What follows belongs to an exercise in optimizing a design on an open flow for small area and a short achievable clock period; a production flow would make more cautious choices.
Only simulation tests tie the RTL to the original design; equivalence was not proved.
Power is estimated from default activity; no workload was simulated.

==> branch tundra <==
Design cpu, start of the top module:
module cpu(
    input clk,
    input reset_n,
    input start,
    output logic [7:0] imem_addr,
    input [31:0] imem_rdata,
    output logic [9:0] dmem_addr,
    output logic dmem_we,
    output logic dmem_re,
    output logic [31:0] dmem_wdata,
    output logic [1:0] dmem_size,
    output logic dmem_sign,
    input [31:0] dmem_rdata,
    output running,
    output indication
);
clock: 20.0 ns
lec_check: 0
cap_margin: 20
core_margin: 2
core_utilization: 40
slew_margin: 20
run.sh (not shown) runs the stock make flow with config.mk's settings and CLKGATE_MAP_FILE= SYNTH_SCRIPT=/design/flow/synth_recipe.tcl, a recipe that flattens the netlist after the stock synthesis.
==> branch delta (differences from branch tundra) <==
--- a/flow/design.v
+++ b/flow/design.v
@@ -333,11 +333,11 @@
     logic ifid_dfail;
     logic [4:0] idex_rd;
     logic [31:0] ex_a, ex_b, ex_x, idex_pc;    
     logic [3:0] idex_alu_op;
     logic [2:0] idex_enc;
-    logic idex_mem_read, idex_mem_write, idex_reg_write;
+    logic idex_alu_src, idex_mem_read, idex_mem_write, idex_reg_write;
     logic [1:0] idex_mem_size;
     logic idex_mem_sign, idex_is_branch;
     logic idex_dfail, idex_illegal;
     logic [4:0] exmem_rd;
     logic exmem_mem_read, exmem_mem_write, exmem_reg_write;
@@ -556,40 +556,36 @@
     logic [31:2] pc_inc;
     assign pc_inc = pc_reg[31:2] + 30'd1;
     assign pc_plus4 = {pc_inc, pc_reg[1:0]};
     assign pc_plus2 = pc_reg[1] ? {pc_inc, 1'b0, pc_reg[0]} : {pc_reg[31:2], 1'b1, pc_reg[0]};
     assign pc_normal = is_c ? pc_plus2 : pc_plus4;
-    logic [20:0] imm_j, imm_b;
-    logic [11:0] imm_cj, imm_cb;
-    assign imm_j = {instr32[31], instr32[19:12], instr32[20], instr32[30:21], 1'b0};
-    assign imm_b = {{9{instr32[31]}}, instr32[7], instr32[30:25], instr32[11:8], 1'b0};
-    assign imm_cb = {{4{c16[12]}}, c16[6:5], c16[2], c16[11:10], c16[4:3], 1'b0};
-    assign imm_cj = {c16[12], c16[8], c16[10:9], c16[6], c16[7], c16[2], c16[11], c16[5:3], 1'b0};
-    logic [20:0] tj_lo, tb_lo;
-    logic [11:0] tcj_lo, tcb_lo;
-    logic tj_co, tb_co, tcj_co, tcb_co;
-    add_fast #(21) u_add_j (.a(pc_reg[20:0]), .b(imm_j), .cin(1'b0), .sum(tj_lo), .cout(tj_co));
-    add_fast #(21) u_add_b (.a(pc_reg[20:0]), .b(imm_b), .cin(1'b0), .sum(tb_lo), .cout(tb_co));
-    add_fast #(12) u_add_cj (.a(pc_reg[11:0]), .b(imm_cj), .cin(1'b0), .sum(tcj_lo), .cout(tcj_co));
-    add_fast #(12) u_add_cb (.a(pc_reg[11:0]), .b(imm_cb), .cin(1'b0), .sum(tcb_lo), .cout(tcb_co));
-    logic [10:0] hi21_inc, hi21_dec, tj_hi, tb_hi;
-    logic [19:0] hi12_inc, hi12_dec, tcj_hi, tcb_hi;
+    logic [20:0] imm32;
+    logic [11:0] immc;
+    assign imm32 = instr32[3] ? {instr32[31], instr32[19:12], instr32[20], instr32[30:21], 1'b0}
+                              : {{9{instr32[31]}}, instr32[7], instr32[30:25], instr32[11:8], 1'b0};
+    assign immc = c16[14] ? {{4{c16[12]}}, c16[6:5], c16[2], c16[11:10], c16[4:3], 1'b0}
+                          : {c16[12], c16[8], c16[10:9], c16[6], c16[7], c16[2], c16[11], c16[5:3], 1'b0};
+    logic [20:0] t32_lo;
+    logic [11:0] tc_lo;
+    logic t32_co, tc_co;
+    add_fast #(21) u_add32 (.a(pc_reg[20:0]), .b(imm32), .cin(1'b0), .sum(t32_lo), .cout(t32_co));
+    add_fast #(12) u_addc (.a(pc_reg[11:0]), .b(immc), .cin(1'b0), .sum(tc_lo), .cout(tc_co));
+    logic [10:0] hi21_inc, hi21_dec, t32_hi;
+    logic [19:0] hi12_inc, hi12_dec, tc_hi;
+    logic inc_co0, inc_co1, dec_co0, dec_co1;
     add_ripple #(11) u_inc21 (.a(pc_reg[31:21]), .b(11'd0), .cin(1'b1), .sum(hi21_inc));
     add_ripple #(11) u_dec21 (.a(pc_reg[31:21]), .b({11{1'b1}}), .cin(1'b0), .sum(hi21_dec));
     add_ripple #(20) u_inc12 (.a(pc_reg[31:12]), .b(20'd0), .cin(1'b1), .sum(hi12_inc));
     add_ripple #(20) u_dec12 (.a(pc_reg[31:12]), .b({20{1'b1}}), .cin(1'b0), .sum(hi12_dec));
-    assign tj_hi = (tj_co == imm_j[20]) ? pc_reg[31:21] : tj_co ? hi21_inc : hi21_dec;
-    assign tb_hi = (tb_co == imm_b[20]) ? pc_reg[31:21] : tb_co ? hi21_inc : hi21_dec;
-    assign tcj_hi = (tcj_co == imm_cj[11]) ? pc_reg[31:12] : tcj_co ? hi12_inc : hi12_dec;
-    assign tcb_hi = (tcb_co == imm_cb[11]) ? pc_reg[31:12] : tcb_co ? hi12_inc : hi12_dec;
-    assign pc_branch = is_c ? (c16[14] ? {tcb_hi, tcb_lo} : {tcj_hi, tcj_lo})
-                            : (instr32[3] ? {tj_hi, tj_lo} : {tb_hi, tb_lo});
+    assign t32_hi = (t32_co == imm32[20]) ? pc_reg[31:21] : t32_co ? hi21_inc : hi21_dec;
+    assign tc_hi = (tc_co == immc[11]) ? pc_reg[31:12] : tc_co ? hi12_inc : hi12_dec;
+    assign pc_branch = is_c ? {tc_hi, tc_lo} : {t32_hi, t32_lo};
     logic [1:0] offset_cnt_next;
     logic [3:1] instr_offset_next;
     logic [3:1] offset_inc, offset_inc2, offset_inc4;
-    add_ripple #(3) u_off2 (.a(instr_offset), .b(3'd1), .cin(1'b0), .sum(offset_inc2));
-    add_ripple #(3) u_off4 (.a(instr_offset), .b(3'd2), .cin(1'b0), .sum(offset_inc4));
+    assign offset_inc2 = instr_offset + 3'd1;
+    assign offset_inc4 = instr_offset + 3'd2;
     assign offset_inc = is_c ? offset_inc2 : offset_inc4;
     always_comb begin
         if (is_b) begin
             offset_cnt_next = 2'd2;
             instr_offset_next = 3'd0;
@@ -602,12 +598,12 @@
         end
     end
     logic [4:0] mis_lo2, mis_lo4, mis_lo;
     logic [31:4] mis_hi_inc;
     logic [31:0] pc_mispred1;
-    add_ripple #(5) u_mis2 (.a({1'b0, br_sum1[3:0]}), .b({1'b0, offset_inc2, 1'b0}), .cin(1'b0), .sum(mis_lo2));
-    add_ripple #(5) u_mis4 (.a({1'b0, br_sum1[3:0]}), .b({1'b0, offset_inc4, 1'b0}), .cin(1'b0), .sum(mis_lo4));
+    assign mis_lo2 = {1'b0, br_sum1[3:0]} + {1'b0, offset_inc2, 1'b0};
+    assign mis_lo4 = {1'b0, br_sum1[3:0]} + {1'b0, offset_inc4, 1'b0};
     assign mis_hi_inc = br_sum1[31:4] + 28'd1;
     assign mis_lo = is_c ? mis_lo2 : mis_lo4;
     assign pc_mispred1 = (raw_b || offset_cnt == 0) ? br_sum1 :
                          {mis_lo[4] ? mis_hi_inc : br_sum1[31:4], mis_lo[3:0]};
     logic end_raw;
@@ -834,11 +830,11 @@
         end
     end
     always_ff @(posedge clk) begin
         if (id_ex_write) begin
             idex_rd <= ifid_instr[11:7];
-            idex_mem_size <= c_mem_size; idex_mem_sign <= c_mem_sign;
+            idex_alu_src <= c_alu_src; idex_mem_size <= c_mem_size; idex_mem_sign <= c_mem_sign;
         end
     end
     always_ff @(posedge clk or negedge reset_n) begin
         if (!reset_n) begin
             exmem_mem_read <= 0; exmem_mem_write <= 0; exmem_reg_write <= 0;
==> notes.md <==
Against branch tundra, the first-iteration DRC count of branch delta is lower by about 2.7%.
Against branch tundra, the worst setup slack of branch delta is higher by 1200 ps.
In branch delta the critical path depth is lower than in branch tundra, by 1.
Between branch tundra and branch delta, the lower power is in branch tundra (gap about 4.3%, measured against branch delta).
Of branch tundra and branch delta, branch tundra has the higher count of clock-buffer cells in the layout (gap 2).
Maximum frequency: branch tundra is lower than branch delta (9.5%).

==> static timing again, ports no longer ideal <==
No port has a modelled driver above. Below, the same layouts with a new extraction and two added sets of constraints. Step 1 sets driving cells, clkbuf_16 on the clock port and buf_2 on the other inputs (assumed; they add their load-dependent delay and slew). Step 2 times the ports against the registers' clock, not the clock port: input delays grow and output delays shrink by t, the midpoint of the rising clock arrivals with the driver on. Three values: ideal ports, drivers, drivers and shift; two values: the first two.
| run | shift t [ns] | setup slack, ns | worst setup path after step 2 | worst slew at a driven data input, ns |
|---|---|---|---|---|
| branch tundra | 1.002 | 7.829 / 7.719 / 8.721 | register to output | 0.08 |
| branch delta | 0.971 | 8.988 / 8.902 / 9.873 | register to output | 0.16 |
After both steps setup and hold are still met in every run listed.
